From an optimization exercise on the open Yosys and OpenROAD flow, aimed at small area and a short achievable clock period; shortcuts taken in it are not production practice. The RTL was checked by simulation tests, not by an equivalence proof against the original design.

Setup of nickel:
// cordic_stream
module cordic_stream (
  input  wire        clk,
  input  wire        rst,
  input  wire        in_valid,
  input  wire [15:0] x0,
  input  wire [15:0] y0,
  input  wire [15:0] z0,
  output wire        out_valid,
  output wire [15:0] out_x,
  output wire [15:0] out_y,
  output wire [15:0] out_z
);
  reg [10:0] valid_sr;
  always @(posedge clk) begin
    if (rst)
      valid_sr <= 11'd0;
    else
      valid_sr <= {valid_sr[9:0], in_valid};
  end
  assign out_valid = valid_sr[10];
  cordic_pipeline core (
    .clk(clk), .x0(x0), .y0(y0), .z0(z0),
    .out_x(out_x), .out_y(out_y), .out_z(out_z)
  );
endmodule
Size in the first run: roughly 2800 cells after synthesis, about 540 flip-flops, ~100 I/O pins, roughly 29000 µm² of cells after synthesis.
export LEC_CHECK = 0
export CAP_MARGIN = 20
export CORE_MARGIN = 2
export CORE_UTILIZATION = 60
export CTS_CLUSTER_DIAMETER = 60
export CTS_CLUSTER_SIZE = 20
export PLACE_DENSITY = 0.75
export SETUP_SLACK_MARGIN = 2.4
export SLEW_MARGIN = 20
create_clock -name core_clock -period 5.0 [get_ports {clk}]
run.sh (not shown) runs the stock make flow with config.mk's settings and CLKGATE_MAP_FILE= SYNTH_SCRIPT=/design/flow/synth_recipe.tcl, a recipe that flattens the netlist after the stock synthesis.
> inputs changed (nickel -> cedar)
- changing CORE_UTILIZATION from 60 to 40
- removing CTS_CLUSTER_DIAMETER (formerly 60)
- setting ABC_AREA to 1 for the first time
- removing PLACE_DENSITY (formerly 0.75)
- removing CTS_CLUSTER_SIZE (formerly 20)
- changing SETUP_SLACK_MARGIN from 2.4 to 2.7
Results
Comparing nickel and cedar, the higher met3 routing resource usage after global routing was measured on nickel. Compared cedar against nickel; clock skew within noise. Across both runs, relative slew slack was higher for cedar than for nickel. Diff nickel -> cedar: HPWL after detailed placement increased about 18%, combined buffer and inverter count along the critical path fell by 1. Relative to nickel, share of cells above drive strength 1 decreased by 6.2 points in cedar. cedar vs nickel — actual transition at the worst max-transition pin dropped 0.27 ns. Compared with nickel, routability-driven placement congestion ratio in cedar decreased by a few percent. cedar vs nickel on register share of the cell area: cedar is the lower one. Final cell area: cedar above nickel.
#### Input delta (zinc over cedar)
- SETUP_SLACK_MARGIN: 2.7 -> 2.8
- ABC_AREA: 1 -> unset
==> flow/flow/run.sh (new file) <==
#!/bin/bash
# Layout flow: the standard flow (standard.sh) with two synthesis changes:
# Yosys's full-adder extraction is skipped (ADDER_MAP_FILE empty) and the
# final ABC mapping is area-oriented (flow/synth.tcl, flow/abc_map_area.script).
# Placement, CTS, timing repair and routing are the standard ones.
set -uo pipefail
here=$(pwd)
bash standard.sh SYNTH_SCRIPT="$here/flow/synth.tcl" ADDER_MAP_FILE= finish > "$here/flow_make.log" 2>&1
status=$?
exit $status
==> flow/flow/abc_map_area.script (new file) <==
strash
dch
map -a
topo
stime -c
buffer -c
upsize -c
dnsize -c
==> flow/flow/synth.tcl (new file) <==
set my_abc_script [file join [file dirname [file normalize [info script]]] abc_map_area.script]
proc abc {args} {
  set i [lsearch -exact $args -script]
  if {$i >= 0} { lset args [expr {$i + 1}] $::my_abc_script }
  puts "abc (area map): $args"
  yosys abc {*}$args
}
source [file join [file dirname [file dirname [file normalize [info script]]]] synth_recipe.tcl]
==> flow/standard.sh (new file) <==
#!/bin/bash
# synth_recipe.tcl (not shown) runs the flow's synth.tcl, then flattens the netlist and writes it again
# the make line also repeats each setting of config.mk as NAME=value (left out here)
make -C /OpenROAD-flow-scripts/flow DESIGN_CONFIG=/design/flow/config.mk WORK_HOME=/design/flow/orfs CLKGATE_MAP_FILE= SYNTH_SCRIPT=/design/flow/synth_recipe.tcl "${@:-finish}"
removed: flow/run.sh
Notes after the runs:
Depth of the critical timing path with buffers and inverters included in zinc is 6 higher than in cedar
Setup slack: zinc vs cedar down 0.12 ns
Final cell count | zinc above cedar
No stage failed in zinc, and the final checks on the layout all came back clean.
Setup changes, zinc to lagoon
- swapping 2.8 for 2.4 in SETUP_SLACK_MARGIN
==> flow/run.sh (new file) <==
#!/bin/bash
# synth_recipe.tcl (not shown) runs the flow's synth.tcl, then flattens the netlist and writes it again
# the make line also repeats each setting of config.mk as NAME=value (left out here)
make -C /OpenROAD-flow-scripts/flow DESIGN_CONFIG=/design/flow/config.mk WORK_HOME=/design/flow/orfs CLKGATE_MAP_FILE= SYNTH_SCRIPT=/design/flow/synth_recipe.tcl finish
removed: flow/flow/run.sh
removed: flow/flow/abc_map_area.script
removed: flow/flow/synth.tcl
removed: flow/standard.sh
Notes after the runs:
Delta (lagoon minus zinc): combined global-route utilization of all metal layers fell 0.92 points, routed length per instance rose 2.5 µm. Summary of lagoon over zinc: synthesized cell count shrank by about 35%, clock skew held steady. Sort zinc and lagoon by final critical-path share of the clock period desc -> top: lagoon. Summary of the comparison: die area is lower in lagoon, relative to zinc.


Setup of the baseline:
cordic_stream again, from the RTL that the note above started with.
Settings: LEC_CHECK=0, CAP_MARGIN=20, CORE_MARGIN=2, CORE_UTILIZATION=40, CTS_CLUSTER_DIAMETER=60, CTS_CLUSTER_SIZE=20, SETUP_SLACK_MARGIN=2.4, SLEW_MARGIN=20; clock period 5.0 ns.
Stock flow here: none of the scripts above is used.
What the candidate does differently from the baseline at the input level:
Settings: a deleted CTS_CLUSTER_DIAMETER that had been 60; an added ABC_AREA of 1; a deleted CTS_CLUSTER_SIZE that had been 20; a change of SETUP_SLACK_MARGIN from 2.4 to 2.9.
- Status | the baseline and the candidate | clean
- The higher slew at the pin with the worst max-slew slack of the baseline and the candidate is in the candidate.
- In the reports for the baseline and the candidate, the smaller worst hold-check slack belongs to the candidate.
- Compared with the baseline, the candidate shows first-pass GRT wire length higher by about 20%.

==> afterwards: timing with drivers on the ports <==
In the flow no input, the clock included, has a driving cell. The finished layouts below were timed again as built, in two steps.
Step 1 assumes that a clkbuf_16 drives the clock port and a buf_2 every other input.
Step 2 also shifts input and output timing later by t, the mid clock arrival at the registers, as if the neighbouring blocks saw the same clock.
Slacks: ideal / step 1 / step 2; pairs: ideal / step 1.
| run | shift t [ns] | slack for setup (ns) | worst setup path at the end |
|---|---|---|---|
| nickel | 0.639 | 2.284 / 2.239 / 1.599 | input to register |
| cedar | 0.656 | 2.722 / 2.722 / 2.112 | input to register |
| zinc | 0.673 | 2.604 / 2.604 / 1.969 | input to register |
| lagoon | 0.693 | 2.316 / 2.316 / 1.718 | input to register |
| the baseline | 0.659 | 2.302 / 2.302 / 1.829 | input to register |
| the candidate | 0.648 | 2.676 / 2.676 / 2.166 | input to register |
After both steps setup and hold are still met in every run listed. The setup slack of nickel, which loses most, moves by -0.045 ns with the drivers and by -0.685 ns with both steps.
